What follows belongs to an exercise in optimizing a design on an open flow for small area and a short achievable clock period; a production flow would make more cautious choices. Function was checked by simulation only, so behaviour that the tests miss may differ from the original. Power figures rest on the tool's default switching activity, not on a simulated workload.

File: flow/run.sh
#!/bin/bash
# Own layout flow. The standard synthesis runs first, for reference. Then our own synthesis of
# the same RTL: Yosys's generic synthesis (no fsm/share passes, flattened) without its adder
# extraction, and a light ABC mapping that keeps the structure of the logic as the RTL gives it.
# Its registers are renamed to the standard synthesis's names (paired by the port each drives,
# same cell types), and it replaces the standard netlist if that pairing succeeds. Then the standard flow's
# standard layout runs from floorplan on, with buf_2 cells as the port buffers.
set -euo pipefail
W=$(pwd)
R=$W/orfs/results/$FLOW_PLATFORM/encoder_3c1s_18x18/base
YOSYS=yosys
[ -x "$FLOW_HOME/../tools/install/yosys/bin/yosys" ] && YOSYS=$FLOW_HOME/../tools/install/yosys/bin/yosys
LIB=$FLOW_HOME/platforms/$FLOW_PLATFORM/lib/sky130_fd_sc_hd__tt_025C_1v80.lib

bash standard.sh synth > std_synth.log 2>&1
cp $R/1_2_yosys.v $W/std_1_2_yosys.v

DU=""
for c in $(sed -n '/^export DONT_USE_CELLS/,/^$/p' $FLOW_HOME/platforms/$FLOW_PLATFORM/config.mk | grep -o 'sky130_fd_sc_hd__[a-z0-9_]*'); do
  DU="$DU -dont_use $c"
done
cat > $W/own_synth.ys <<EOT
read_verilog -sv $FLOW_DESIGN
synth -flatten -nofsm -noshare -noabc -top $FLOW_TOP
opt -purge
dfflibmap -liberty $LIB $DU
opt
abc -script $W/flow/map.abc -liberty $LIB $DU -D 12000
opt_clean -purge
hilomap -singleton -hicell sky130_fd_sc_hd__conb_1 HI -locell sky130_fd_sc_hd__conb_1 LO
splitnets
opt_clean -purge
rename -hide w:* x:* %d
stat -liberty $LIB
write_verilog -noattr -nohex -nodec $W/own_1_2_yosys.v
EOT
if $YOSYS -s $W/own_synth.ys > own_synth.log 2>&1 && \
   python3 $W/flow/regnames.py $W/std_1_2_yosys.v $W/own_1_2_yosys.v $W/own_named_1_2_yosys.v > regnames.log 2>&1; then
  echo "using own synthesis" > synth_choice.log
  cp $W/own_named_1_2_yosys.v $R/1_2_yosys.v
  touch $R/1_2_yosys.v
else
  echo "own synthesis failed or registers differ; keeping the standard netlist" > synth_choice.log
fi
export BUFFER_PORTS_ARGS="-buffer_cell sky130_fd_sc_hd__buf_2"
bash standard.sh > layout.log 2>&1
File: flow/map.abc
strash; dch -f; map; topo; stime -c; buffer -c; upsize -c; dnsize -c
File: flow/regnames.py
"""Give the registers of our own synthesis netlist the names the standard synthesis gave them,
pairing them by the net each register drives. Exits 1 if the registers cannot be paired one to one
with the same cell types."""
import re, sys
std_path, own_path, out_path = sys.argv[1:4]
pat = re.compile(r'^\s*(sky130_fd_sc_hd__df\w+)\s+(\\\S+|\S+)\s*\((.*?)\);', re.S | re.M)
def regs(text):
    d = {}
    for m in pat.finditer(text):
        q = re.search(r'\.Q\(\s*(\\\S+\s|[^()\s]+)\s*\)', m.group(3))
        if not q:
            sys.exit('no Q pin on %s' % m.group(2))
        d[q.group(1).strip()] = (m.group(1), m.group(2), m.start(2), m.end(2))
    return d
std = open(std_path).read()
own = open(own_path).read()
rs, ro = regs(std), regs(own)
if set(rs) != set(ro) or len(rs) != len(ro):
    sys.exit('register Q nets differ: %d std, %d own' % (len(rs), len(ro)))
edits = []
for q, (cell, name, a, b) in ro.items():
    scell, sname = rs[q][0], rs[q][1]
    if scell != cell:
        sys.exit('cell type differs for %s: %s vs %s' % (q, scell, cell))
    if not sname.startswith('\\'):
        sys.exit('unexpected std name %s' % sname)
    edits.append((a, b, sname + ' '))
for a, b, s in sorted(edits, reverse=True):
    own = own[:a] + s + own[b:]
open(out_path, 'w').write(own)
print('renamed %d registers' % len(edits))
File: standard.sh
#!/bin/bash
# synth_recipe.tcl (not shown) runs the flow's synth.tcl, then flattens the netlist and writes it again
# the make line also repeats each setting of config.mk as NAME=value (left out here)
make -C /OpenROAD-flow-scripts/flow DESIGN_CONFIG=/design/flow/config.mk WORK_HOME=/design/flow/orfs CLKGATE_MAP_FILE= SYNTH_SCRIPT=/design/flow/synth_recipe.tcl "${@:-finish}"
File: config.mk
export PLATFORM = sky130hd
export DESIGN_NAME = encoder_3c1s_18x18
export DESIGN_NICKNAME = encoder_3c1s_18x18
export VERILOG_FILES = /design/flow/design.v
export SDC_FILE = /design/flow/constraint.sdc
export NUM_CORES = 4
export LEC_CHECK = 0
export CAP_MARGIN = 20
export CORE_MARGIN = 2
export CORE_UTILIZATION = 40
export SLEW_MARGIN = 20
File: constraint.sdc
create_clock -name core_clock -period 12.0 [get_ports {clock}]
set_input_delay 2.4000 -clock core_clock [delete_from_list [all_inputs] [get_ports {clock}]]
set_output_delay 2.4000 -clock core_clock [all_outputs]
set_load 0.01 [all_outputs]
File: design.v
module TNS_encoder_12(
    input wire [10:0] datain,
    input wire clock,
    output reg [11:0] codeout
    );
    wire [11:0] code_wire;
    TNS_core core(.datain(datain), .r_bit({codeout[11], codeout[8], codeout[5], codeout[2]}), .code_wire(code_wire));
    always @(posedge clock) codeout <= code_wire;
endmodule
module TNS_core(datain, r_bit, code_wire);
  input [10:0] datain;
  input [3:0] r_bit;
  output [11:0] code_wire;
  wire n_new_n100;
  wire n_new_n101;
  wire n_new_n102;
  wire n_new_n103;
  wire n_new_n104;
  wire n_new_n105;
  wire n_new_n106;
  wire n_new_n107;
  wire n_new_n108;
  wire n_new_n109;
  wire n_new_n110;
  wire n_new_n111;
  wire n_new_n112;
  wire n_new_n113;
  wire n_new_n114;
  wire n_new_n115;
  wire n_new_n117;
  wire n_new_n118;
  wire n_new_n119;
  wire n_new_n121;
  wire n_new_n122;
  wire n_new_n124;
  wire n_new_n125;
  wire n_new_n126;
  wire n_new_n127;
  wire n_new_n128;
  wire n_new_n129;
  wire n_new_n130;
  wire n_new_n131;
  wire n_new_n132;
  wire n_new_n133;
  wire n_new_n134;
  wire n_new_n135;
  wire n_new_n136;
  wire n_new_n137;
  wire n_new_n138;
  wire n_new_n139;
  wire n_new_n140;
  wire n_new_n141;
  wire n_new_n142;
  wire n_new_n143;
  wire n_new_n144;
  wire n_new_n145;
  wire n_new_n146;
  wire n_new_n147;
  wire n_new_n148;
  wire n_new_n149;
  wire n_new_n150;
  wire n_new_n151;
  wire n_new_n152;
  wire n_new_n153;
  wire n_new_n154;
  wire n_new_n155;
  wire n_new_n156;
  wire n_new_n157;
  wire n_new_n158;
  wire n_new_n159;
  wire n_new_n160;
  wire n_new_n161;
  wire n_new_n162;
  wire n_new_n163;
  wire n_new_n164;
  wire n_new_n165;
  wire n_new_n166;
  wire n_new_n167;
  wire n_new_n168;
  wire n_new_n169;
  wire n_new_n170;
  wire n_new_n171;
  wire n_new_n172;
  wire n_new_n173;
  wire n_new_n174;
  wire n_new_n175;
  wire n_new_n176;
  wire n_new_n177;
  wire n_new_n178;
  wire n_new_n179;
  wire n_new_n180;
  wire n_new_n181;
  wire n_new_n182;
  wire n_new_n183;
  wire n_new_n184;
  wire n_new_n185;
  wire n_new_n186;
  wire n_new_n187;
  wire n_new_n188;
  wire n_new_n189;
  wire n_new_n190;
  wire n_new_n191;
  wire n_new_n192;
  wire n_new_n193;
  wire n_new_n194;
  wire n_new_n195;
  wire n_new_n196;
  wire n_new_n197;
  wire n_new_n198;
  wire n_new_n199;
  wire n_new_n200;
  wire n_new_n201;
  wire n_new_n202;
  wire n_new_n203;
  wire n_new_n204;
  wire n_new_n205;
  wire n_new_n206;
  wire n_new_n207;
  wire n_new_n208;
  wire n_new_n209;
  wire n_new_n210;
  wire n_new_n211;
  wire n_new_n212;
  wire n_new_n213;
  wire n_new_n214;
  wire n_new_n215;
  wire n_new_n216;
  wire n_new_n217;
  wire n_new_n218;
  wire n_new_n219;
  wire n_new_n220;
  wire n_new_n221;
  wire n_new_n222;
  wire n_new_n223;
  wire n_new_n225;
  wire n_new_n226;
  wire n_new_n227;
  wire n_new_n228;
  wire n_new_n229;
  wire n_new_n230;
  wire n_new_n232;
  wire n_new_n233;
  wire n_new_n235;
  wire n_new_n236;
  wire n_new_n237;
  wire n_new_n238;
  wire n_new_n239;
  wire n_new_n240;
  wire n_new_n241;
  wire n_new_n242;
  wire n_new_n243;
  wire n_new_n244;
  wire n_new_n245;
  wire n_new_n246;
  wire n_new_n247;
  wire n_new_n248;
  wire n_new_n249;
  wire n_new_n250;
  wire n_new_n251;
  wire n_new_n252;
  wire n_new_n253;
  wire n_new_n254;
  wire n_new_n255;
  wire n_new_n256;
  wire n_new_n257;
  wire n_new_n258;
  wire n_new_n259;
  wire n_new_n260;
  wire n_new_n261;
  wire n_new_n262;
  wire n_new_n263;
  wire n_new_n264;
  wire n_new_n265;
  wire n_new_n266;
  wire n_new_n267;
  wire n_new_n268;
  wire n_new_n269;
  wire n_new_n271;
  wire n_new_n272;
  wire n_new_n273;
  wire n_new_n274;
  wire n_new_n276;
  wire n_new_n277;
  wire n_new_n278;
  wire n_new_n28;
  wire n_new_n280;
  wire n_new_n281;
  wire n_new_n282;
  wire n_new_n283;
  wire n_new_n284;
  wire n_new_n285;
  wire n_new_n286;
  wire n_new_n287;
  wire n_new_n288;
  wire n_new_n29;
  wire n_new_n290;
  wire n_new_n291;
  wire n_new_n292;
  wire n_new_n293;
  wire n_new_n295;
  wire n_new_n30;
  wire n_new_n31;
  wire n_new_n32;
  wire n_new_n33;
  wire n_new_n34;
  wire n_new_n35;
  wire n_new_n36;
  wire n_new_n37;
  wire n_new_n38;
  wire n_new_n39;
  wire n_new_n40;
  wire n_new_n41;
  wire n_new_n42;
  wire n_new_n43;
  wire n_new_n44;
  wire n_new_n45;
  wire n_new_n46;
  wire n_new_n47;
  wire n_new_n48;
  wire n_new_n49;
  wire n_new_n50;
  wire n_new_n51;
  wire n_new_n52;
  wire n_new_n53;
  wire n_new_n54;
  wire n_new_n55;
  wire n_new_n56;
  wire n_new_n57;
  wire n_new_n58;
  wire n_new_n59;
  wire n_new_n60;
  wire n_new_n61;
  wire n_new_n62;
  wire n_new_n63;
  wire n_new_n64;
  wire n_new_n65;
  wire n_new_n66;
  wire n_new_n67;
  wire n_new_n68;
  wire n_new_n69;
  wire n_new_n70;
  wire n_new_n71;
  wire n_new_n72;
  wire n_new_n73;
  wire n_new_n74;
  wire n_new_n75;
  wire n_new_n76;
  wire n_new_n77;
  wire n_new_n78;
  wire n_new_n79;
  wire n_new_n80;
  wire n_new_n81;
  wire n_new_n82;
  wire n_new_n83;
  wire n_new_n84;
  wire n_new_n85;
  wire n_new_n86;
  wire n_new_n87;
  wire n_new_n88;
  wire n_new_n89;
  wire n_new_n90;
  wire n_new_n91;
  wire n_new_n92;
  wire n_new_n93;
  wire n_new_n94;
  wire n_new_n95;
  wire n_new_n96;
  wire n_new_n97;
  wire n_new_n98;
  wire n_new_n99;
  assign n_new_n28 = (datain[5] & datain[8]);
  assign n_new_n29 = (datain[7] & datain[10]);
  assign n_new_n30 = (~datain[7] & ~datain[10]);
  assign n_new_n31 = (~datain[6] & ~datain[9]);
  assign n_new_n32 = (~n_new_n30 & ~n_new_n31);
  assign n_new_n33 = (~n_new_n29 & ~n_new_n32);
  assign n_new_n34 = (~n_new_n28 & n_new_n33);
  assign n_new_n35 = (~datain[5] & ~datain[8]);
  assign n_new_n36 = (n_new_n31 & ~n_new_n35);
  assign n_new_n37 = (~n_new_n34 & n_new_n36);
  assign n_new_n38 = (datain[6] & datain[8]);
  assign n_new_n39 = (datain[5] & datain[7]);
  assign n_new_n40 = (datain[9] & ~n_new_n39);
  assign n_new_n41 = (n_new_n38 & n_new_n40);
  assign n_new_n42 = (datain[6] & datain[10]);
  assign n_new_n43 = (datain[5] & ~datain[8]);
  assign n_new_n44 = (n_new_n42 & ~n_new_n43);
  assign n_new_n45 = (~n_new_n41 & n_new_n44);
  assign n_new_n46 = (datain[6] & datain[9]);
  assign n_new_n47 = (~n_new_n30 & ~n_new_n35);
  assign n_new_n48 = (~n_new_n28 & ~n_new_n47);
  assign n_new_n49 = (n_new_n46 & ~n_new_n48);
  assign n_new_n50 = (~n_new_n45 & n_new_n49);
  assign n_new_n51 = (~n_new_n31 & ~n_new_n46);
  assign n_new_n52 = (n_new_n48 & n_new_n51);
  assign n_new_n53 = (~n_new_n50 & ~n_new_n52);
  assign n_new_n54 = (~n_new_n37 & n_new_n53);
  assign n_new_n55 = (~datain[1] & ~datain[4]);
  assign n_new_n56 = (datain[2] & ~n_new_n55);
  assign n_new_n57 = (~datain[3] & ~n_new_n56);
  assign n_new_n58 = (datain[1] & datain[4]);
  assign n_new_n59 = (~datain[0] & ~datain[3]);
  assign n_new_n60 = (~n_new_n58 & n_new_n59);
  assign n_new_n61 = (datain[3] & n_new_n56);
  assign n_new_n62 = (~n_new_n60 & ~n_new_n61);
  assign n_new_n63 = (~n_new_n57 & n_new_n62);
  assign n_new_n64 = (~datain[0] & ~n_new_n63);
  assign n_new_n65 = (datain[0] & ~n_new_n57);
  assign n_new_n66 = (~n_new_n61 & n_new_n65);
  assign n_new_n67 = (~n_new_n64 & ~n_new_n66);
  assign n_new_n68 = (~n_new_n54 & n_new_n67);
  assign n_new_n69 = (n_new_n54 & ~n_new_n67);
  assign n_new_n70 = (~n_new_n68 & ~n_new_n69);
  assign n_new_n71 = (datain[5] & datain[9]);
  assign n_new_n72 = (n_new_n38 & n_new_n71);
  assign n_new_n73 = (n_new_n29 & ~n_new_n72);
  assign n_new_n74 = (~n_new_n30 & ~n_new_n73);
  assign n_new_n75 = (~n_new_n31 & ~n_new_n52);
  assign n_new_n76 = (n_new_n74 & ~n_new_n75);
  assign n_new_n77 = (~n_new_n30 & n_new_n35);
  assign n_new_n78 = (~n_new_n76 & n_new_n77);
  assign n_new_n79 = (n_new_n29 & n_new_n46);
  assign n_new_n80 = (n_new_n28 & ~n_new_n79);
  assign n_new_n81 = (~n_new_n33 & n_new_n80);
  assign n_new_n82 = (n_new_n34 & ~n_new_n35);
  assign n_new_n83 = (~n_new_n81 & ~n_new_n82);
  assign n_new_n84 = (~n_new_n78 & n_new_n83);
  assign n_new_n85 = (n_new_n56 & ~n_new_n60);
  assign n_new_n86 = (~n_new_n61 & ~n_new_n65);
  assign n_new_n87 = (~n_new_n55 & ~n_new_n58);
  assign n_new_n88 = (~n_new_n86 & n_new_n87);
  assign n_new_n89 = (~datain[2] & ~n_new_n58);
  assign n_new_n90 = (~n_new_n88 & n_new_n89);
  assign n_new_n91 = (~n_new_n85 & ~n_new_n90);
  assign n_new_n92 = (n_new_n84 & ~n_new_n91);
  assign n_new_n93 = (~n_new_n74 & n_new_n75);
  assign n_new_n94 = (~n_new_n76 & ~n_new_n93);
  assign n_new_n95 = (n_new_n86 & ~n_new_n87);
  assign n_new_n96 = (~n_new_n88 & ~n_new_n95);
  assign n_new_n97 = (~n_new_n94 & n_new_n96);
  assign n_new_n98 = (~n_new_n84 & n_new_n91);
  assign n_new_n99 = (n_new_n94 & ~n_new_n96);
  assign n_new_n100 = (~n_new_n69 & ~n_new_n99);
  assign n_new_n101 = (~n_new_n98 & ~n_new_n100);
  assign n_new_n102 = (~n_new_n97 & n_new_n101);
  assign n_new_n103 = (~n_new_n68 & n_new_n92);
  assign n_new_n104 = (~n_new_n69 & ~n_new_n103);
  assign n_new_n105 = (~n_new_n99 & n_new_n104);
  assign n_new_n106 = (~n_new_n68 & n_new_n99);
  assign n_new_n107 = (r_bit[0] & ~n_new_n106);
  assign n_new_n108 = (~n_new_n97 & ~n_new_n107);
  assign n_new_n109 = (~n_new_n105 & n_new_n108);
  assign n_new_n110 = (~n_new_n102 & ~n_new_n109);
  assign n_new_n111 = (n_new_n92 & ~n_new_n110);
  assign n_new_n112 = (n_new_n98 & ~n_new_n109);
  assign n_new_n113 = (~n_new_n111 & ~n_new_n112);
  assign n_new_n114 = (n_new_n70 & ~n_new_n113);
  assign n_new_n115 = (~n_new_n70 & n_new_n113);
  assign code_wire[0] = ~((~n_new_n114 & ~n_new_n115));
  assign n_new_n117 = (n_new_n97 & ~n_new_n101);
  assign n_new_n118 = (n_new_n99 & ~n_new_n104);
  assign n_new_n119 = (~n_new_n110 & ~n_new_n118);
  assign code_wire[1] = ~((~n_new_n117 & ~n_new_n119));
  assign n_new_n121 = (~n_new_n92 & ~n_new_n102);
  assign n_new_n122 = (~n_new_n111 & ~n_new_n121);
  assign code_wire[2] = ~((~n_new_n112 & ~n_new_n122));
  assign n_new_n124 = (datain[7] & datain[8]);
  assign n_new_n125 = (datain[5] & ~datain[6]);
  assign n_new_n126 = (~datain[5] & datain[6]);
  assign n_new_n127 = (~n_new_n125 & ~n_new_n126);
  assign n_new_n128 = (~datain[7] & n_new_n127);
  assign n_new_n129 = (~n_new_n124 & ~n_new_n128);
  assign n_new_n130 = (~datain[9] & n_new_n129);
  assign n_new_n131 = (datain[6] & ~datain[9]);
  assign n_new_n132 = (~datain[5] & ~n_new_n131);
  assign n_new_n133 = (datain[7] & n_new_n132);
  assign n_new_n134 = (~n_new_n52 & n_new_n133);
  assign n_new_n135 = (~n_new_n130 & ~n_new_n134);
  assign n_new_n136 = (datain[10] & ~n_new_n135);
  assign n_new_n137 = (datain[8] & ~n_new_n40);
  assign n_new_n138 = (~n_new_n125 & n_new_n137);
  assign n_new_n139 = (datain[8] & datain[9]);
  assign n_new_n140 = (datain[7] & n_new_n125);
  assign n_new_n141 = (~n_new_n139 & n_new_n140);
  assign n_new_n142 = (~n_new_n138 & ~n_new_n141);
  assign n_new_n143 = (~datain[10] & ~n_new_n142);
  assign n_new_n144 = (~datain[10] & ~n_new_n35);
  assign n_new_n145 = (~n_new_n28 & ~n_new_n30);
  assign n_new_n146 = (datain[9] & ~n_new_n145);
  assign n_new_n147 = (~n_new_n144 & n_new_n146);
  assign n_new_n148 = (~n_new_n143 & ~n_new_n147);
  assign n_new_n149 = (~n_new_n136 & n_new_n148);
  assign n_new_n150 = (~n_new_n63 & n_new_n149);
  assign n_new_n151 = (n_new_n63 & ~n_new_n149);
  assign n_new_n152 = (~n_new_n150 & ~n_new_n151);
  assign n_new_n153 = (~n_new_n121 & ~n_new_n152);
  assign n_new_n154 = (~n_new_n61 & ~n_new_n151);
  assign n_new_n155 = (~datain[4] & n_new_n154);
  assign n_new_n156 = (datain[4] & ~n_new_n154);
  assign n_new_n157 = (~n_new_n155 & ~n_new_n156);
  assign n_new_n158 = (~datain[5] & ~datain[7]);
  assign n_new_n159 = (~datain[6] & ~datain[10]);
  assign n_new_n160 = (~n_new_n82 & n_new_n159);
  assign n_new_n161 = (n_new_n52 & n_new_n160);
  assign n_new_n162 = (datain[7] & ~datain[9]);
  assign n_new_n163 = (~datain[6] & ~datain[8]);
  assign n_new_n164 = (datain[10] & n_new_n163);
  assign n_new_n165 = (~n_new_n38 & ~n_new_n164);
  assign n_new_n166 = (~datain[7] & ~n_new_n165);
  assign n_new_n167 = (~n_new_n162 & ~n_new_n166);
  assign n_new_n168 = (n_new_n35 & ~n_new_n167);
  assign n_new_n169 = (~datain[7] & datain[9]);
  assign n_new_n170 = (~n_new_n39 & ~n_new_n169);
  assign n_new_n171 = (~n_new_n158 & ~n_new_n162);
  assign n_new_n172 = (n_new_n170 & n_new_n171);
  assign n_new_n173 = (n_new_n38 & ~n_new_n172);
  assign n_new_n174 = (~n_new_n28 & ~n_new_n141);
  assign n_new_n175 = (~n_new_n137 & ~n_new_n174);
  assign n_new_n176 = (~n_new_n173 & ~n_new_n175);
  assign n_new_n177 = (~n_new_n168 & n_new_n176);
  assign n_new_n178 = (~n_new_n161 & n_new_n177);
  assign n_new_n179 = (n_new_n158 & ~n_new_n178);
  assign n_new_n180 = (datain[8] & n_new_n160);
  assign n_new_n181 = (~n_new_n43 & ~n_new_n141);
  assign n_new_n182 = (~n_new_n129 & ~n_new_n181);
  assign n_new_n183 = (~datain[8] & ~n_new_n159);
  assign n_new_n184 = (n_new_n170 & n_new_n183);
  assign n_new_n185 = (~n_new_n42 & ~n_new_n184);
  assign n_new_n186 = (~n_new_n45 & ~n_new_n185);
  assign n_new_n187 = (~n_new_n182 & ~n_new_n186);
  assign n_new_n188 = (~n_new_n180 & n_new_n187);
  assign n_new_n189 = (~n_new_n179 & n_new_n188);
  assign n_new_n190 = (~n_new_n157 & ~n_new_n189);
  assign n_new_n191 = (n_new_n157 & n_new_n189);
  assign n_new_n192 = (~n_new_n190 & ~n_new_n191);
  assign n_new_n193 = (~n_new_n153 & ~n_new_n192);
  assign n_new_n194 = (n_new_n121 & n_new_n152);
  assign n_new_n195 = (~r_bit[1] & ~n_new_n194);
  assign n_new_n196 = (n_new_n193 & ~n_new_n195);
  assign n_new_n197 = (~n_new_n155 & ~n_new_n191);
  assign n_new_n198 = (datain[5] & ~n_new_n166);
  assign n_new_n199 = (~n_new_n168 & ~n_new_n198);
  assign n_new_n200 = (~datain[8] & n_new_n29);
  assign n_new_n201 = (~n_new_n126 & n_new_n200);
  assign n_new_n202 = (~n_new_n140 & ~n_new_n201);
  assign n_new_n203 = (~datain[9] & n_new_n202);
  assign n_new_n204 = (~n_new_n199 & n_new_n203);
  assign n_new_n205 = (datain[9] & ~n_new_n202);
  assign n_new_n206 = (~datain[10] & n_new_n41);
  assign n_new_n207 = (~n_new_n162 & ~n_new_n169);
  assign n_new_n208 = (n_new_n132 & ~n_new_n163);
  assign n_new_n209 = (~n_new_n207 & n_new_n208);
  assign n_new_n210 = (~n_new_n206 & ~n_new_n209);
  assign n_new_n211 = (~n_new_n205 & n_new_n210);
  assign n_new_n212 = (~n_new_n204 & n_new_n211);
  assign n_new_n213 = (~n_new_n197 & n_new_n212);
  assign n_new_n214 = (~n_new_n196 & n_new_n213);
  assign n_new_n215 = (~r_bit[1] & ~n_new_n193);
  assign n_new_n216 = (n_new_n192 & ~n_new_n194);
  assign n_new_n217 = (n_new_n197 & ~n_new_n212);
  assign n_new_n218 = (~n_new_n216 & n_new_n217);
  assign n_new_n219 = (~n_new_n215 & n_new_n218);
  assign n_new_n220 = (~n_new_n214 & ~n_new_n219);
  assign n_new_n221 = (~n_new_n153 & ~n_new_n194);
  assign n_new_n222 = (~n_new_n220 & n_new_n221);
  assign n_new_n223 = (n_new_n220 & ~n_new_n221);
  assign code_wire[3] = ~((~n_new_n222 & ~n_new_n223));
  assign n_new_n225 = (n_new_n214 & ~n_new_n216);
  assign n_new_n226 = (~n_new_n220 & ~n_new_n225);
  assign n_new_n227 = (n_new_n193 & ~n_new_n213);
  assign n_new_n228 = (n_new_n153 & n_new_n192);
  assign n_new_n229 = (~n_new_n196 & ~n_new_n228);
  assign n_new_n230 = (~n_new_n227 & n_new_n229);
  assign code_wire[4] = (~n_new_n226 & n_new_n230);
  assign n_new_n232 = (~n_new_n217 & ~n_new_n227);
  assign n_new_n233 = (~n_new_n214 & n_new_n232);
  assign code_wire[5] = ~((~n_new_n219 & ~n_new_n233));
  assign n_new_n235 = (~datain[6] & ~datain[7]);
  assign n_new_n236 = (~n_new_n71 & n_new_n235);
  assign n_new_n237 = (datain[5] & n_new_n46);
  assign n_new_n238 = (~n_new_n29 & n_new_n237);
  assign n_new_n239 = (~n_new_n236 & ~n_new_n238);
  assign n_new_n240 = (~datain[8] & ~datain[9]);
  assign n_new_n241 = (~n_new_n124 & ~n_new_n240);
  assign n_new_n242 = (~n_new_n239 & n_new_n241);
  assign n_new_n243 = (n_new_n51 & n_new_n184);
  assign n_new_n244 = (~datain[8] & datain[9]);
  assign n_new_n245 = (datain[7] & ~n_new_n244);
  assign n_new_n246 = (~n_new_n51 & ~n_new_n127);
  assign n_new_n247 = (n_new_n245 & n_new_n246);
  assign n_new_n248 = (~n_new_n243 & ~n_new_n247);
  assign n_new_n249 = (~n_new_n242 & n_new_n248);
  assign n_new_n250 = (n_new_n232 & n_new_n249);
  assign n_new_n251 = (~n_new_n232 & ~n_new_n249);
  assign n_new_n252 = (~n_new_n250 & ~n_new_n251);
  assign n_new_n253 = (~datain[9] & ~n_new_n125);
  assign n_new_n254 = (~n_new_n140 & ~n_new_n253);
  assign n_new_n255 = (~n_new_n245 & ~n_new_n254);
  assign n_new_n256 = (~n_new_n232 & n_new_n255);
  assign n_new_n257 = (datain[6] & ~datain[7]);
  assign n_new_n258 = (~datain[6] & datain[7]);
  assign n_new_n259 = (~datain[8] & ~n_new_n258);
  assign n_new_n260 = (~n_new_n257 & ~n_new_n259);
  assign n_new_n261 = (n_new_n207 & n_new_n260);
  assign n_new_n262 = (~n_new_n207 & ~n_new_n260);
  assign n_new_n263 = (~n_new_n261 & ~n_new_n262);
  assign n_new_n264 = (n_new_n178 & n_new_n263);
  assign n_new_n265 = (~n_new_n256 & ~n_new_n264);
  assign n_new_n266 = (r_bit[2] & ~n_new_n250);
  assign n_new_n267 = (~n_new_n178 & ~n_new_n207);
  assign n_new_n268 = (~n_new_n251 & n_new_n267);
  assign n_new_n269 = (~n_new_n266 & n_new_n268);
  assign code_wire[8] = (n_new_n265 & ~n_new_n269);
  assign n_new_n271 = (~n_new_n252 & ~code_wire[8]);
  assign n_new_n272 = (~n_new_n250 & code_wire[8]);
  assign n_new_n273 = (~n_new_n256 & ~n_new_n272);
  assign n_new_n274 = (~n_new_n251 & ~n_new_n273);
  assign code_wire[6] = (~n_new_n271 & ~n_new_n274);
  assign n_new_n276 = (~n_new_n251 & n_new_n273);
  assign n_new_n277 = (n_new_n178 & ~n_new_n276);
  assign n_new_n278 = (~n_new_n178 & n_new_n273);
  assign code_wire[7] = ~((~n_new_n277 & ~n_new_n278));
  assign n_new_n280 = (~datain[7] & n_new_n265);
  assign n_new_n281 = (datain[10] & ~r_bit[3]);
  assign n_new_n282 = (~n_new_n280 & n_new_n281);
  assign n_new_n283 = (n_new_n240 & ~n_new_n282);
  assign n_new_n284 = (datain[8] & ~n_new_n281);
  assign n_new_n285 = (n_new_n280 & n_new_n284);
  assign n_new_n286 = (~datain[8] & n_new_n265);
  assign n_new_n287 = (datain[9] & ~n_new_n286);
  assign n_new_n288 = (~n_new_n285 & ~n_new_n287);
  assign code_wire[9] = (~n_new_n283 & n_new_n288);
  assign n_new_n290 = (~datain[8] & n_new_n281);
  assign n_new_n291 = (~n_new_n280 & ~n_new_n290);
  assign n_new_n292 = (~n_new_n244 & ~n_new_n284);
  assign n_new_n293 = (~n_new_n291 & n_new_n292);
  assign code_wire[10] = ~((~n_new_n287 & ~n_new_n293));
  assign n_new_n295 = (~datain[9] & n_new_n293);
  assign code_wire[11] = (datain[10] & ~n_new_n295);
endmodule
module encoder_3c1s_18x18(datain, clock, codeout);
    input wire [219:0] datain;
    input wire clock;
    output wire [239:0] codeout;
    TNS_encoder_12 ecoder01( .datain(datain[10:0]), .clock(clock), .codeout(codeout[11:0]) );
    TNS_encoder_12 ecoder02( .datain(datain[21:11]), .clock(clock), .codeout(codeout[23:12]) );
    TNS_encoder_12 ecoder03( .datain(datain[32:22]), .clock(clock), .codeout(codeout[35:24]) );
    TNS_encoder_12 ecoder04( .datain(datain[43:33]), .clock(clock), .codeout(codeout[47:36]) );
    TNS_encoder_12 ecoder05( .datain(datain[54:44]), .clock(clock), .codeout(codeout[59:48]) );
    TNS_encoder_12 ecoder06( .datain(datain[65:55]), .clock(clock), .codeout(codeout[71:60]) );
    TNS_encoder_12 ecoder07( .datain(datain[76:66]), .clock(clock), .codeout(codeout[83:72]) );
    TNS_encoder_12 ecoder08( .datain(datain[87:77]), .clock(clock), .codeout(codeout[95:84]) );
    TNS_encoder_12 ecoder09( .datain(datain[98:88]), .clock(clock), .codeout(codeout[107:96]) );
    TNS_encoder_12 ecoder10( .datain(datain[109:99]), .clock(clock), .codeout(codeout[119:108]) );
    TNS_encoder_12 ecoder11( .datain(datain[120:110]), .clock(clock), .codeout(codeout[131:120]) );
    TNS_encoder_12 ecoder12( .datain(datain[131:121]), .clock(clock), .codeout(codeout[143:132]) );
    TNS_encoder_12 ecoder13( .datain(datain[142:132]), .clock(clock), .codeout(codeout[155:144]) );
    TNS_encoder_12 ecoder14( .datain(datain[153:143]), .clock(clock), .codeout(codeout[167:156]) );
    TNS_encoder_12 ecoder15( .datain(datain[164:154]), .clock(clock), .codeout(codeout[179:168]) );
    TNS_encoder_12 ecoder16( .datain(datain[175:165]), .clock(clock), .codeout(codeout[191:180]) );
    TNS_encoder_12 ecoder17( .datain(datain[186:176]), .clock(clock), .codeout(codeout[203:192]) );
    TNS_encoder_12 ecoder18( .datain(datain[197:187]), .clock(clock), .codeout(codeout[215:204]) );
    TNS_encoder_12 ecoder19( .datain(datain[208:198]), .clock(clock), .codeout(codeout[227:216]) );
    TNS_encoder_12 ecoder20( .datain(datain[219:209]), .clock(clock), .codeout(codeout[239:228]) );
endmodule
==> impl_metrics.yaml, run 1 <==
die:
  rows: 100
  ios: 461
  core_region_area_um2: 74300
  die_h_um: 278
  die_area_um2: 77100
  start_util: 0.403
  die_x_um: 278
setup_path:
  critPathLaunch: "datain[30]"
  slowest_delay_ps: 340
  cp-end-kind: "flop"
  crit_path_start_kind: "primary input"
  timing.rr.end: "ecoder10.codeout[4]"
  path_max_fanout: 16
  path_class: "in2reg"
  cpMaxStageDelayCell: "buf_2"
  cp_data_required_time_ps: 12410
  r2r_cells: 5
  regToRegSetupSlack_ps: 10860
  rr_startpoint: "ecoder10.codeout[5]"
  worstSetupEndpoint: "ecoder03.codeout[7]"
  worst_ep_arrival_time_ps: 4830
  critical_path.cell_chain: "buf_2, nand2_2, nand4_2, a21boi_1, o22ai_1, o21bai_2, nand3_1, o21ai_2, nand2_1, nand3_2, nand3_1, nand2_1, nand3_2, a31oi_1, o21ai_0"
sta:
  skew_ps: 23.7
  slew_headroom: 0.700
  min_period_over_period: 0.368
  maxSlewViolCount: 0
  rsz0062_at_grt: "false"
  tns_ps: 0
  setup_violations: 0
  timing.final.crit_period_ps: 4420
  fin_ws_ps: 7580
  final_hold_viol_count: 0
  max_freq_ghz: 0.226
  tightest_slew_ps: 450
synth:
  synth.avg_cell_area_um2: 6.21
  syn_area_um2: 30000
  synth_nets: 5047
  netlist_instances: 4826
  ys_warn_count: 1
drt:
  routed_via_density: 5.54
  post_drt_wl_per_cell_um: 15.2
  drc: 0
  firstDrtPassIters: 6
  routed_wl_um: 96000
  ant_nets: 0
  routed-via-count: 35100
  drt-initial-drc-count: 2663
power:
  ir_drop_v: 0.000104
  p_per_area_nw_per_um2: 132
  p_leak_nw: 17.8
status:
  status: "complete, no violations"
clocking:
  ctsHoldBuffers: 0
  numClockSinks: 240
  cts_tree: "done"
  cts_htree_levels: 2
  clockBufferDepth: 3
  insertion_delay_ps: 560
  cts_root_buffer: "clkbuf_16"
  cts_buffers: 36
  post_cts_buffers: 0
  cts.clk_slew.worst_paths_ps: 60
  cts_resized: 0
final_layout:
  fill_cells: 7928
  drive_gt1_frac: 0.222
  nets: 5541
  areaGrowthSynthToFinish_pct: 15.7
grt:
  grt_overflow: 0
  track_usage: 0.238
  grt_antenna_before_repair: 25
  grt_pass1_vias: 32100
  grt_max_degree: 20
  grt_pass1_wl_um: 157000
placed_design:
  gp_routability_congestion: 0.961
  dp_hpwl_um: 76900
  portBuffers: 460
  pre_cts_slack_ps: 7050
min_path:
  min_path_type: "reg2reg"
  holdPathStages: 3
flow_run:
  maxCapViolCount: 0
-- per-stage QoR --
stage	util	power, mW	cells	instance area, um2	hold slack [ps]
after floorplan	-	2.72	4826	30000	580
after global placement	0.450	3.50	6251	33400	533
after detailed placement	0.450	3.51	6251	33400	539
after CTS	0.466	4.64	6314	34600	545
after global routing	0.466	4.95	6328	34700	583
final	0.467	4.59	6335	34700	544
-- worst max-delay path, delay by kind of cell --
| kind | cells | cell delay (ps) |
|---|---|---|
| AOI/OAI and AO/OA | 6 | 1050 |
| buffers and inverters | 1 | 340 |
| and+or+nand+nor | 8 | 1040 |
-- state kept, by name, summed over array words and instances (netlist names) --
| register | count |
|---|---|
| ecoder01.codeout | 12 |
| ecoder02.codeout | 12 |
| ecoder03.codeout | 12 |
| ecoder04.codeout | 12 |
| ecoder05.codeout | 12 |
| ecoder06.codeout | 12 |
| ecoder07.codeout | 12 |
| ecoder08.codeout | 12 |
| ecoder09.codeout | 12 |
| ecoder10.codeout | 12 |
| ecoder11.codeout | 12 |
| ecoder12.codeout | 12 |
| ecoder13.codeout | 12 |
| ecoder14.codeout | 12 |
| ecoder15.codeout | 12 |
| ecoder16.codeout | 12 |
| ecoder17.codeout | 12 |
| ecoder18.codeout | 12 |
| ecoder19.codeout | 12 |
| ecoder20.codeout | 12 |
-- worst min path at each step --
stage,from,end,slack [ps]
after CTS,ecoder11.codeout[11],ecoder11.codeout[9],540
final,ecoder11.codeout[11],ecoder11.codeout[9],540
after global routing,ecoder11.codeout[11],ecoder11.codeout[9],580
after floorplan,ecoder03.codeout[11],ecoder03.codeout[9],580
after detailed placement,ecoder11.codeout[11],ecoder11.codeout[9],540
after global placement,ecoder11.codeout[11],ecoder11.codeout[9],530
-- per-layer routing --
layer	share of wire	track usage
met1	0.43	0.299
met2	0.46	0.393
met3	0.072	0.0494
met4	0.036	0.0998
met5	0.00089	0
-- cell type report --
cell class	instances	area, um2	area share
well taps	969	1210	0.0350
inverters	578	2320	0.0668
repair buffers	460	2300	0.0664
clock buffers	46	990	0.0285
multi-input cells	4004	22800	0.658
clock inverters	17	191	0.00552
diodes	21	52.6	0.00152
flip-flops and latches	240	4800	0.139
-- layout by cell type, fill, tap and decap left out, types with 22 or more instances in the layout --
cell and n:
o21ai_1 90, nor2_1 432, o21ai_0 207, o221ai_1 22
inv_1 487, nand3_1 392, and2_1 22, buf_2 460
o2111ai_1 27, a32oi_1 34, o211ai_1 60, a21oi_2 46
nand3_2 94, o22ai_1 53, o21a_1 25, a22oi_1 43
a21oi_1 314, inv_2 61, dfxtp_1 240, o22ai_2 46
clkbuf_16 37, nand3b_1 30, nor2_2 38, nor2_4 43
nand2_1 1174, or2_1 34, a31o_1 22, a31oi_1 93
a211oi_1 33, nand4_1 146, nand2_4 28, nand2_2 129
o21ai_2 39
-- where the power goes --
group	switching, mW	total (mW)	internal [mW]
sequential	0.120	1.20	1.08
clock	0.434	1.09	0.651
combinational	1.46	2.30	0.835
total	2.02	4.59	2.57
==> run 2, diff against run 1 <==
--- a/flow/run.sh
+++ b/flow/run.sh
@@ -43,4 +43,6 @@
   echo "own synthesis failed or registers differ; keeping the standard netlist" > synth_choice.log
 fi
 export BUFFER_PORTS_ARGS="-buffer_cell sky130_fd_sc_hd__buf_2"
+# ask the repair steps for more setup slack than the constraints need, to shorten the period
+export SETUP_SLACK_MARGIN=8.2
 bash standard.sh > layout.log 2>&1
==> impl_metrics.yaml, run 2 <==
min_path:
  min_path_type: "reg2reg"
final_layout:
  final_util: 0.696
  fill_cells: 5647
  nets: 6266
  areaGrowthSynthToFinish_pct: 72.6
  drive_gt1_frac: 0.525
  final_common_cell: "nand2_1"
  final_cell_mix: "nand2_1 (745), buf_4 (602), inv_1 (449)"
synth:
  synth.avg_cell_area_um2: 6.21
  netlist_instances: 4826
  ys_warn_count: 1
  synth_nets: 5047
  syn_area_um2: 30000
die:
  die_area_um2: 77100
  ios: 461
  die_h_um: 278
  core_region_area_um2: 74300
  start_util: 0.403
  rows: 100
  die_x_um: 278
setup_path:
  crit_path_start_kind: "primary input"
  path_class: "in2reg"
  worst_ep_arrival_time_ps: 4620
  path_max_fanout: 19
  cp_data_required_time_ps: 12520
  cp-end-kind: "flop"
drt:
  routed_via_density: 5.85
  routed-via-count: 41200
  routed_wl_um: 127000
  post_drt_wl_per_cell_um: 18.0
  drt-initial-drc-count: 3418
  drc: 0
  ant_nets: 0
  firstDrtPassIters: 6
sta:
  timing.final.crit_period_ps: 4100
  fin_ws_ps: 7900
  min_period_over_period: 0.342
  rsz0062_at_grt: "true"
  tns_ps: 0
  maxSlewViolCount: 0
  final_hold_viol_count: 0
  setup_violations: 0
  slew_headroom: 0.674
  max_freq_ghz: 0.244
  tightest_slew_ps: 489
  skew_ps: 22.8
clocking:
  numClockSinks: 240
  cts_root_buffer: "clkbuf_16"
  cts.clk_slew.worst_paths_ps: 50
  insertion_delay_ps: 580
  cts_tree: "done"
  clockBufferDepth: 3
  cts_htree_levels: 2
  cts_buffers: 37
grt:
  grt_antenna_before_repair: 7
  grt_max_degree: 20
  grt_overflow: 0
  track_usage: 0.276
  grt_pass1_vias: 37200
  grt_pass1_wl_um: 181000
placed_design:
  portBuffers: 460
  gp_routability_congestion: 0.963
  pre_cts_slack_ps: 7080
  dp_hpwl_um: 78100
power:
  p_leak_nw: 24.6
  ir_drop_v: 0.000118
  power_mw: 6.06
  p_per_area_nw_per_um2: 117
status:
  status: "complete, no violations"
flow_run:
  maxCapViolCount: 0
-- run 2: cell count changes in the layout (fill, tap and decap cells not counted), sizes merged --
cell / before / now
clkinv: 8 / 13
clkinvlp: 4 / 8
buf: 460 / 1149
clkbuf: 46 / 72
diode: 21 / 6
bufbuf: 0 / 10
inv: 580 / 571
bufinv: 3 / 6
-- run 2: per-stage QoR --
step	instances	cell area (um2)	hold slack (ps)
2_1_floorplan	4826	31500	580
3_3_place_gp	6251	34900	530
3_5_place_dp	6251	34900	539
4_1_cts	6762	45300	545
5_1_grt	7044	51700	585
6_report	7048	51700	554
-- run 2: critical path: stages --
cell and delay [ps]:
buf_16 150, inv_4 60, a21oi_4 150, a21oi_2 60
a21oi_2 190, nand3_2 130, nand3_2 100, nand4_1 160
o21ai_2 240, nand2_2 110, nand3_4 110, nand2_4 90
a21oi_4 270, nand2_2 130, o21ai_2 100, a31o_1 170
-- run 2: timing repair --
action	CTS	global route
pin swaps	573	682
gates resized for setup	1291	925
setup endpoints to repair	205	221
hold buffers	0	0
cloned	32	18
buffers inserted	412	262
-- run 2: power breakdown --
group	total [mW]	switching [mW]	internal (mW)
Combinational	3.59	2.01	1.58
Clock	1.22	0.459	0.759
Sequential	1.25	0.168	1.08
-- run 2: cell type report --
| type | instances | area [um2] | share of cell area |
|---|---|---|---|
| inverters | 578 | 2670 | 0.0515 |
| flip-flops and latches | 240 | 4800 | 0.0929 |
| diodes | 6 | 15.0 | 0.000290 |
| well taps | 969 | 1210 | 0.0234 |
| multi-input cells | 4004 | 30600 | 0.591 |
| clock inverters | 20 | 275 | 0.00532 |
| repair buffers | 1184 | 11100 | 0.215 |
| clock buffers | 47 | 1070 | 0.0206 |
-- run 2: final timing paths --
kind | end | slack, ps | from | depth (start not counted)
max | ecoder05.codeout[10] | 7900 | datain[52] | 16
min | ecoder11.codeout[9] | 550 | ecoder11.codeout[11] | 3
max reg2reg | ecoder18.codeout[0] | 10780 | ecoder18.codeout[2] | 5
min reg2reg | ecoder11.codeout[9] | 550 | ecoder11.codeout[11] | 3
-- run 2: routing by layer --
metal | vias to the layer above | share of wire | global-route usage | wire length (um)
met3 | 500 | 0.072 | 0.0462 | 9090
met1 | 19400 | 0.39 | 0.335 | 49000
met5 | - | 0 | 0 | 0
met4 | 0 | 0.054 | 0.129 | 6790
met2 | 1810 | 0.49 | 0.474 | 62100
li1 | 19600 | - | - | -
==> run 3, diff against run 2 <==
--- a/config.mk
+++ b/config.mk
@@ -7,5 +7,5 @@
 export LEC_CHECK = 0
 export CAP_MARGIN = 20
 export CORE_MARGIN = 2
-export CORE_UTILIZATION = 40
+export CORE_UTILIZATION = 65
 export SLEW_MARGIN = 20
==> impl_metrics.yaml, run 3 <==
die:
  ios: 461
  die_x_um: 219
  rows: 78
  die_h_um: 219
  start_util: 0.659
clocking:
  cts_root_buffer: "clkbuf_16"
  clockBufferDepth: 3
  cts_buffers: 31
  cts_htree_levels: 1
  cts_resized: 1298
  post_cts_buffers: 411
  ctsHoldBuffers: 0
synth:
  ys_warn_count: 1
  synth.avg_cell_area_um2: 6.21
  netlist_instances: 4826
  synth_nets: 5047
  syn_area_um2: 30000
status:
  status: "aborted with a tool error"
  stop_stage: "4_1_cts"
  firstError: "[ERROR DPL-0033] detailed placement checks failed during check placement."
placed_design:
  dp_hpwl_um: 73100
  portBuffers: 460
  gp_routability_congestion: 1.04
  pre_cts_slack_ps: 7080
run 3: power groups by stage:
stage | Combinational, mW | Sequential, mW | Clock, mW
global placement | 2.36 | 1.21 | 0
detailed placement | 2.40 | 1.21 | 0
floorplan | 1.49 | 1.33 | 0
run 3: worst max-delay path by stage:
stage	end	slack (ps)	cells after the start
after detailed placement	ecoder19.codeout[9]	7080	16
after global placement	ecoder19.codeout[11]	7110	16
after floorplan	ecoder03.codeout[10]	7870	14
run 3: metrics by stage:
step / hold WS [ps] / cells / area (um2) / total power [mW]
after floorplan: 580 / 4826 / 31500 / 2.82
after global placement: 539 / 5882 / 34500 / 3.56
after detailed placement: 545 / 5882 / 34500 / 3.61
==> run 4, diff against run 3 <==
--- a/flow/run.sh
+++ b/flow/run.sh
@@ -44,5 +44,5 @@
 fi
 export BUFFER_PORTS_ARGS="-buffer_cell sky130_fd_sc_hd__buf_2"
 # ask the repair steps for more setup slack than the constraints need, to shorten the period
-export SETUP_SLACK_MARGIN=8.2
+export SETUP_SLACK_MARGIN=7.6
 bash standard.sh > layout.log 2>&1
--- a/config.mk
+++ b/config.mk
@@ -7,5 +7,5 @@
 export LEC_CHECK = 0
 export CAP_MARGIN = 20
 export CORE_MARGIN = 2
-export CORE_UTILIZATION = 65
+export CORE_UTILIZATION = 55
 export SLEW_MARGIN = 20
==> impl_metrics.yaml, run 4 <==
status:
  status: "complete, no violations"
final_layout:
  final_common_cell: "nand2_1"
  final_util: 0.653
  drive_gt1_frac: 0.240
  areaGrowthSynthToFinish_pct: 17.3
  final_cells: 6077
  final_cell_mix: "nand2_1 (1,164), inv_1 (486), nor2_1 (424)"
  nets: 5556
setup_path:
  cp-end-kind: "flop"
  cp_data_required_time_ps: 12440
  path_class: "in2reg"
  path_max_fanout: 11
  critical_path.cell_chain: "clkbuf_4, inv_4, nand2_1, nand2_1, nand4_2, nand3_1, nand3_1, nand3_1, nand4_1, nand3b_1, nand2_1, nand3_2, nand2_4, nand2_2, nand3_2, nand3_1, nand3_1, o21ai_0"
  slowest_delay_ps: 240
  cpMaxStageDelayCell: "nand3b_1"
  worst_ep_arrival_time_ps: 4690
  crit_path_start_kind: "primary input"
  regToRegSetupSlack_ps: 10710
  crit_top_cell: "nand3_1"
clocking:
  insertion_delay_ps: 560
  cts.clk_slew.worst_paths_ps: 60
  cts_htree_levels: 2
  cts_buffers: 35
  clockBufferDepth: 3
  cts_tree: "done"
  cts_root_buffer: "clkbuf_16"
  numClockSinks: 240
power:
  p_sw_mw: 2.02
  p_per_area_nw_per_um2: 132
  swShare: 0.436
  p_leak_nw: 18.1
  power_mw: 4.62
  pwr-share-clk: 0.233
  power_frac_comb: 0.507
  internal_power_mw: 2.61
  seq_power_share: 0.261
  ir_drop_v: 0.000125
sta:
  tns_ps: 0
  setup_violations: 0
  tightest_slew_ps: 392
  maxSlewViolCount: 0
  slew_headroom: 0.739
  skew_ps: 13.5
  hold_slack_ps: 530
  timing.final.crit_period_ps: 4250
  max_freq_ghz: 0.235
  min_period_over_period: 0.354
  rsz0062_at_grt: "true"
  final_hold_viol_count: 0
die:
  rows: 85
  die_h_um: 237
  die_x_um: 237
  core_region_area_um2: 53800
  start_util: 0.557
  ios: 461
  die_area_um2: 56400
synth:
  synth_nets: 5047
  netlist_instances: 4826
  ys_warn_count: 1
  syn_area_um2: 30000
  synth.avg_cell_area_um2: 6.21
drt:
  post_drt_wl_per_cell_um: 15.3
  drt-met1-wl_um: 39100
  routed_wl_um: 92900
  highest_layer: "met5"
  routed_via_density: 5.88
  drc: 0
  drt-initial-drc-count: 3087
  firstDrtPassIters: 8
  wl_met2_um: 42600
  routed-via-count: 35800
  dr_wl_met3_um: 7610
  ant_nets: 0
grt:
  grt_antenna_before_repair: 25
  grt_pass1_vias: 31600
  grt_pass1_wl_um: 150000
  grt_overflow: 0
  track_usage: 0.311
  grt_max_degree: 20
placed_design:
  portBuffers: 460
  dp_hpwl_um: 73100
  dp_cells: 5978
  gp_routability_congestion: 0.972
flow_run:
  maxCapViolCount: 0
min_path:
  min_path_type: "reg2reg"
==> run 4: worst paths after layout <==
path | startpoint | cells past startpoint | to
max | datain[95] | 18 | ecoder09.codeout[7]
min | ecoder06.codeout[11] | 3 | ecoder06.codeout[9]
max reg2reg | ecoder17.codeout[5] | 4 | ecoder17.codeout[3]
min reg2reg | ecoder06.codeout[11] | 3 | ecoder06.codeout[9]
==> run 4: area by class of cell <==
type / instances / area (um2)
clock inverter: 18 / 210
fill: 5105 / 18700
antenna: 24 / 60.1
timing repair buffer: 476 / 2720
sequential: 240 / 4800
clock buffer: 41 / 971
tap: 696 / 871
inverter: 578 / 2320
multi-input combinational: 4004 / 23200
==> run 4: metrics by stage <==
stage          setup slack (ps)  instance area (um2)
2_1_floorplan              7850                30000
3_3_place_gp               7110                33100
3_5_place_dp               7080                33100
4_1_cts                    7640                34300
5_1_grt                    7560                35100
6_report                   7750                35200
==> run 4: power groups by stage <==
stage / Clock (mW) / Combinational [mW] / Sequential [mW]
detailed placement: 0 / 2.27 / 1.22
global placement: 0 / 2.26 / 1.22
CTS: 1.10 / 2.28 / 1.21
finish: 1.08 / 2.34 / 1.21
floorplan: 0 / 1.39 / 1.33
global route: 1.13 / 2.60 / 1.22
==> run 4: worst max-delay path: cells and delay by family <==
family	cells	cell delay, ps
buffers and inverters	2	320
AOI/OAI and AO/OA	1	90
and+or+nand+nor	15	1880
==> run 4: metal layers <==
layer / vias to the layer above / track usage
met1: 16100 / 0.393
met4: 8 / 0.131
met3: 230 / 0.0641
met2: 1414 / 0.512
met5: - / 0
li1: 18000 / -
==> run 4: timing repair <==
item	in CTS	in global routing
hold buffers	0	0
resized for setup	0	241
buffers inserted	0	16
setup endpoints to repair	0	146
==> run 5, diff against run 4 <==
--- a/config.mk
+++ b/config.mk
@@ -7,5 +7,5 @@
 export LEC_CHECK = 0
 export CAP_MARGIN = 20
 export CORE_MARGIN = 2
-export CORE_UTILIZATION = 55
+export CORE_UTILIZATION = 40
 export SLEW_MARGIN = 20
==> impl_metrics.yaml, run 5 <==
status:
  status: "complete, no violations"
clocking:
  cts.clk_slew.worst_paths_ps: 60
  cts_htree_levels: 2
  ctsHoldBuffers: 0
  cts_buffers: 36
  cts_root_buffer: "clkbuf_16"
  cts_tree: "done"
  numClockSinks: 240
  clockBufferDepth: 3
  insertion_delay_ps: 560
final_layout:
  nets: 5553
  final_cell_mix: "nand2_1 (1,167), inv_1 (485), nor2_1 (420)"
  drive_gt1_frac: 0.242
  fill_cells: 7864
  final_common_cell: "nand2_1"
  areaGrowthSynthToFinish_pct: 18.7
die:
  rows: 100
  start_util: 0.403
  die_area_um2: 77100
  core_region_area_um2: 74300
  die_h_um: 278
  die_x_um: 278
  ios: 461
drt:
  routed_wl_um: 96600
  drc: 0
  firstDrtPassIters: 6
  drt-initial-drc-count: 2512
  ant_nets: 0
  post_drt_wl_per_cell_um: 15.2
  routed_via_density: 5.56
  routed-via-count: 35300
grt:
  track_usage: 0.238
  grt_overflow: 0
  grt_pass1_vias: 32100
  grt_antenna_before_repair: 19
  grt_max_degree: 20
  grt_pass1_wl_um: 157000
synth:
  syn_area_um2: 30000
  netlist_instances: 4826
  ys_warn_count: 1
  synth_nets: 5047
  synth.avg_cell_area_um2: 6.21
sta:
  hold_slack_ps: 544
  final_hold_viol_count: 0
  tns_ps: 0
  tightest_slew_ps: 436
  fin_ws_ps: 7770
  rsz0062_at_grt: "false"
  skew_ps: 25.0
  slew_headroom: 0.709
  max_freq_ghz: 0.236
  setup_violations: 0
  timing.final.crit_period_ps: 4230
  maxSlewViolCount: 0
  min_period_over_period: 0.353
flow_run:
  maxCapViolCount: 0
setup_path:
  crit_cells: 14
  cpMaxStageDelayCell: "o21bai_2"
  r2r_cells: 5
  critical_path.cell_chain: "clkbuf_4, nand2_2, nand4_2, a21boi_1, o22ai_1, o21bai_2, a21oi_1, o22ai_2, nand2_1, nand3_2, nand2_4, a21oi_4, o21ai_1, a211oi_2"
  critPathTopFamily: "compound AO/OA/AOI/OAI gates"
  slowest_delay_ps: 280
  critPathLaunch: "datain[64]"
  cp-end-kind: "flop"
  worst_ep_arrival_time_ps: 4700
  regToRegSetupSlack_ps: 10860
  path_max_fanout: 12
  critPathBufInv: 1
  path_class: "in2reg"
  rr_startpoint: "ecoder05.codeout[5]"
  cp_data_required_time_ps: 12470
  crit_path_start_kind: "primary input"
min_path:
  holdPathStages: 3
  min_path_type: "reg2reg"
  min_from: "ecoder11.codeout[11]"
placed_design:
  gp_routability_congestion: 0.961
  dp_hpwl_um: 76900
  pre_cts_slack_ps: 7050
  portBuffers: 460
power:
  ir_drop_v: 0.000106
  p_leak_nw: 18.1
  power_mw: 4.63
  p_per_area_nw_per_um2: 130
## run 5: final cells by class
| type | count | area [um2] | area share |
|---|---|---|---|
| clock inverters | 17 | 191 | 0.00538 |
| inverters | 578 | 2320 | 0.0652 |
| well taps | 969 | 1210 | 0.0341 |
| flip-flops and latches | 240 | 4800 | 0.135 |
| multi-input cells | 4004 | 23300 | 0.655 |
| repair buffers | 472 | 2720 | 0.0765 |
| diodes | 16 | 40.0 | 0.00113 |
| clock buffers | 46 | 990 | 0.0278 |
## run 5: path summary, 6_finish.rpt
check	to
max	ecoder06.codeout[9]
min	ecoder11.codeout[9]
max reg2reg	ecoder05.codeout[4]
min reg2reg	ecoder11.codeout[9]
## run 5: where the power goes
part	internal [mW]	leakage, nW	total, mW	switching (mW)
clock	0.651	0.571	1.09	0.434
combinational	0.864	15.5	2.35	1.48
sequential	1.08	2.02	1.20	0.121
total	2.60	18.1	4.63	2.04
## run 5: through the flow
stage                util  instance area (um2)  instances
CTS                 0.466                34600       6314
floorplan               -                30000       4826
detailed placement  0.450                33400       6251
global placement    0.450                33400       6251
finish              0.479                35600       6342
global route        0.479                35600       6338
## run 5: repair_timing
item / CTS / global route
setup endpoints to repair: 0 / 150
gates resized for setup: 0 / 281
buffers inserted: 0 / 12
## run 5: per-layer routing
metal | routed length, um | up-vias | global-route usage
met4 | 3580 | 6 | 0.0998
met3 | 7190 | 205 | 0.0494
met2 | 44300 | 1148 | 0.393
li1 | - | 18100 | -
met1 | 41400 | 15900 | 0.299
met5 | 35 | - | 0
## run 5: tightest hold or removal path, delay by kind of cell (launching register included)
kind	cells	cell delay, ps
compound gates	1	50
simple gates	2	120
flops	1	330
==> run 6, diff against run 5 <==
--- a/config.mk
+++ b/config.mk
@@ -8,4 +8,5 @@
 export CAP_MARGIN = 20
 export CORE_MARGIN = 2
 export CORE_UTILIZATION = 40
+export CTS_BUF_LIST = sky130_fd_sc_hd__clkbuf_4 sky130_fd_sc_hd__clkbuf_8
 export SLEW_MARGIN = 20
==> impl_metrics.yaml, run 6 <==
status:
  status: "complete, no violations"
final_layout:
  drive_gt1_frac: 0.229
  final_cell_mix: "nand2_1 (1,173), inv_1 (487), nor2_1 (432)"
  nets: 5559
  final_cells: 6360
  fill_cells: 7937
  final_common_cell: "nand2_1"
  areaGrowthSynthToFinish_pct: 16.2
grt:
  grt_pass1_wl_um: 157000
  grt_max_degree: 20
  grt_pass1_vias: 32100
  grt_antenna_before_repair: 23
  grt_overflow: 0
  track_usage: 0.237
power:
  ir_drop_v: 0.0000800
  p_per_area_nw_per_um2: 130
  p_leak_nw: 17.9
synth:
  netlist_instances: 4826
  synth_nets: 5047
  syn_area_um2: 30000
  synth.avg_cell_area_um2: 6.21
  ys_warn_count: 1
clocking:
  cts_root_buffer: "clkbuf_8"
  cts_buffers: 54
  cts.clk_slew.worst_paths_ps: 50
  cts_tree: "done"
  insertion_delay_ps: 650
  clockBufferDepth: 3
  post_cts_buffers: 0
  cts_htree_levels: 2
  numClockSinks: 240
setup_path:
  rr_startpoint: "ecoder18.codeout[5]"
  cpMaxStageDelayCell: "a211oi_1"
  regToRegSetupSlack_ps: 10860
  critical_path.cell_chain: "clkbuf_4, nand2_2, nand4_2, a21boi_1, o22ai_1, o21bai_2, a21oi_1, o22ai_2, nand2_1, nand3_2, nand2_4, a21oi_4, o21ai_1, a211oi_1"
  path_class: "in2reg"
  worst_ep_arrival_time_ps: 4770
  slowest_delay_ps: 330
  timing.rr.end: "ecoder18.codeout[4]"
  critPathTopFamily: "compound AO/OA/AOI/OAI gates"
  critPathBufInv: 1
  cp_data_required_time_ps: 12530
  critPathLaunch: "datain[63]"
  path_max_fanout: 16
  crit_path_start_kind: "primary input"
  cp-end-kind: "flop"
  r2r_cells: 5
min_path:
  hold_end: "ecoder11.codeout[9]"
  min_from: "ecoder11.codeout[11]"
  holdPathStages: 3
  min_path_type: "reg2reg"
drt:
  ant_nets: 0
  routed_via_density: 5.55
  routed_wl_um: 96000
  routed-via-count: 35300
  drt-initial-drc-count: 2635
  post_drt_wl_per_cell_um: 15.1
  firstDrtPassIters: 6
  drc: 0
die:
  core_region_area_um2: 74300
  die_x_um: 278
  rows: 100
  die_area_um2: 77100
  ios: 461
  start_util: 0.403
  die_h_um: 278
sta:
  skew_ps: 13.0
  tns_ps: 0
  maxSlewViolCount: 0
  final_hold_viol_count: 0
  setup_violations: 0
  timing.final.crit_period_ps: 4240
  max_freq_ghz: 0.236
  rsz0062_at_grt: "true"
  tightest_slew_ps: 453
  min_period_over_period: 0.353
  slew_headroom: 0.698
placed_design:
  dp_cells: 6251
  dp_hpwl_um: 76900
  gp_routability_congestion: 0.961
  portBuffers: 460
flow_run:
  maxCapViolCount: 0
run 6: cell types whose count changed in the layout (fill, tap and decap cells not counted), moves of 14 or more:
| cell | change |
|---|---|
| o2111ai_2 | -14 |
| clkbuf_16 | -37 |
| nand3_2 | -15 |
| buf_4 | -37 |
| buf_6 | -19 |
| o2111ai_1 | +14 |
| nand3_1 | +15 |
| buf_2 | +47 |
| clkbuf_8 | +67 |
run 6: how the worst max path moves through the flow:
stage	slack, ps	cells after the start	endpoint
2_1_floorplan	7850	15	ecoder15.codeout[7]
3_3_place_gp	7070	17	ecoder10.codeout[7]
3_5_place_dp	7050	15	ecoder06.codeout[9]
4_1_cts	7760	15	ecoder06.codeout[9]
5_1_grt	7560	17	ecoder03.codeout[6]
6_report	7760	14	ecoder06.codeout[9]
run 6: timing repair:
action / in CTS / in global routing
gates resized for setup: 0 / 72
endpoints found under the setup margin: 0 / 75
hold buffers: 0 / 0
run 6: layer usage:
metal  up-vias  wire (um)  global-route usage
met5         -         56                   0
met4        10       3400               0.101
met3       205       7170              0.0531
met2      1126      44100               0.390
met1     15900      41300               0.297
li1      18100          -                   -
run 6: through the flow:
| stage | power (mW) | hold WS [ps] | setup slack [ps] | util | instance area, um2 |
|---|---|---|---|---|---|
| 4_1_cts | 4.55 | 544 | 7760 | 0.465 | 34600 |
| 3_5_place_dp | 3.51 | 539 | 7050 | 0.450 | 33400 |
| 2_1_floorplan | 2.72 | 580 | 7850 | - | 30000 |
| 5_1_grt | 4.88 | 582 | 7560 | 0.469 | 34800 |
| 3_3_place_gp | 3.50 | 533 | 7070 | 0.450 | 33400 |
| 6_report | 4.51 | 545 | 7760 | 0.469 | 34800 |
run 6: area by class of cell:
class | count | area (um2) | area share
Timing Repair Buffer | 460 | 2440 | 0.0701
Clock buffer | 76 | 1010 | 0.0290
Sequential cell | 240 | 4800 | 0.138
Clock inverter | 15 | 140 | 0.00402
Antenna cell | 18 | 45.0 | 0.00129
Multi-Input combinational cell | 4004 | 22900 | 0.656
Tap cell | 969 | 1210 | 0.0348
Inverter | 578 | 2320 | 0.0665
run 6: tightest hold or removal path, cell delays in order, from the launching register on:
cell	delay, ps
dfxtp_1	330
nor2_1	60
nand2_1	60
a211oi_1	50
run 6: where the power goes:
group	switching (mW)	internal (mW)	leakage [nW]
clock network	0.424	0.579	0.599
logic	1.47	0.842	15.3
registers	0.119	1.08	2.02

==> separate check: timing with driven ports <==
Ports are ideal in the flow. The routed layouts listed here were re-timed in OpenROAD. Step 1 (the two cells are an assumption about what drives the block):
set clk [get_ports {clock}]
set_driving_cell -lib_cell sky130_fd_sc_hd__clkbuf_16 $clk
set_driving_cell -lib_cell sky130_fd_sc_hd__buf_2 [delete_from_list [all_inputs] $clk]
Step 2 also shifts input and output timing later by t, the mid clock arrival at the registers, as if the neighbouring blocks saw the same clock. Slacks: no drivers / after step 1 / after step 2; pairs: no drivers / after step 1.
run	t, ns	slack for setup (ns)	hold WS [ns]	worst data-port slew with drivers (ns)	cell pins on the clock port's net
run 1	0.616	7.579 / 7.594 / 6.978	0.544 / 0.544 / 0.544	0.11	1
run 2	0.635	7.900 / 7.782 / 7.148	0.554 / 0.554 / 0.554	0.25	1
run 4	0.613	7.751 / 7.775 / 7.162	0.530 / 0.530 / 0.530	0.12	1
run 5	0.614	7.767 / 7.772 / 7.158	0.544 / 0.544 / 0.544	0.11	1
run 6	0.711	7.760 / 7.768 / 7.057	0.545 / 0.545 / 0.545	0.11	1
After both steps every run listed still meets setup and hold. The setup slack of run 2, which loses most, moves by -0.118 ns with the drivers and by -0.752 ns with both steps.
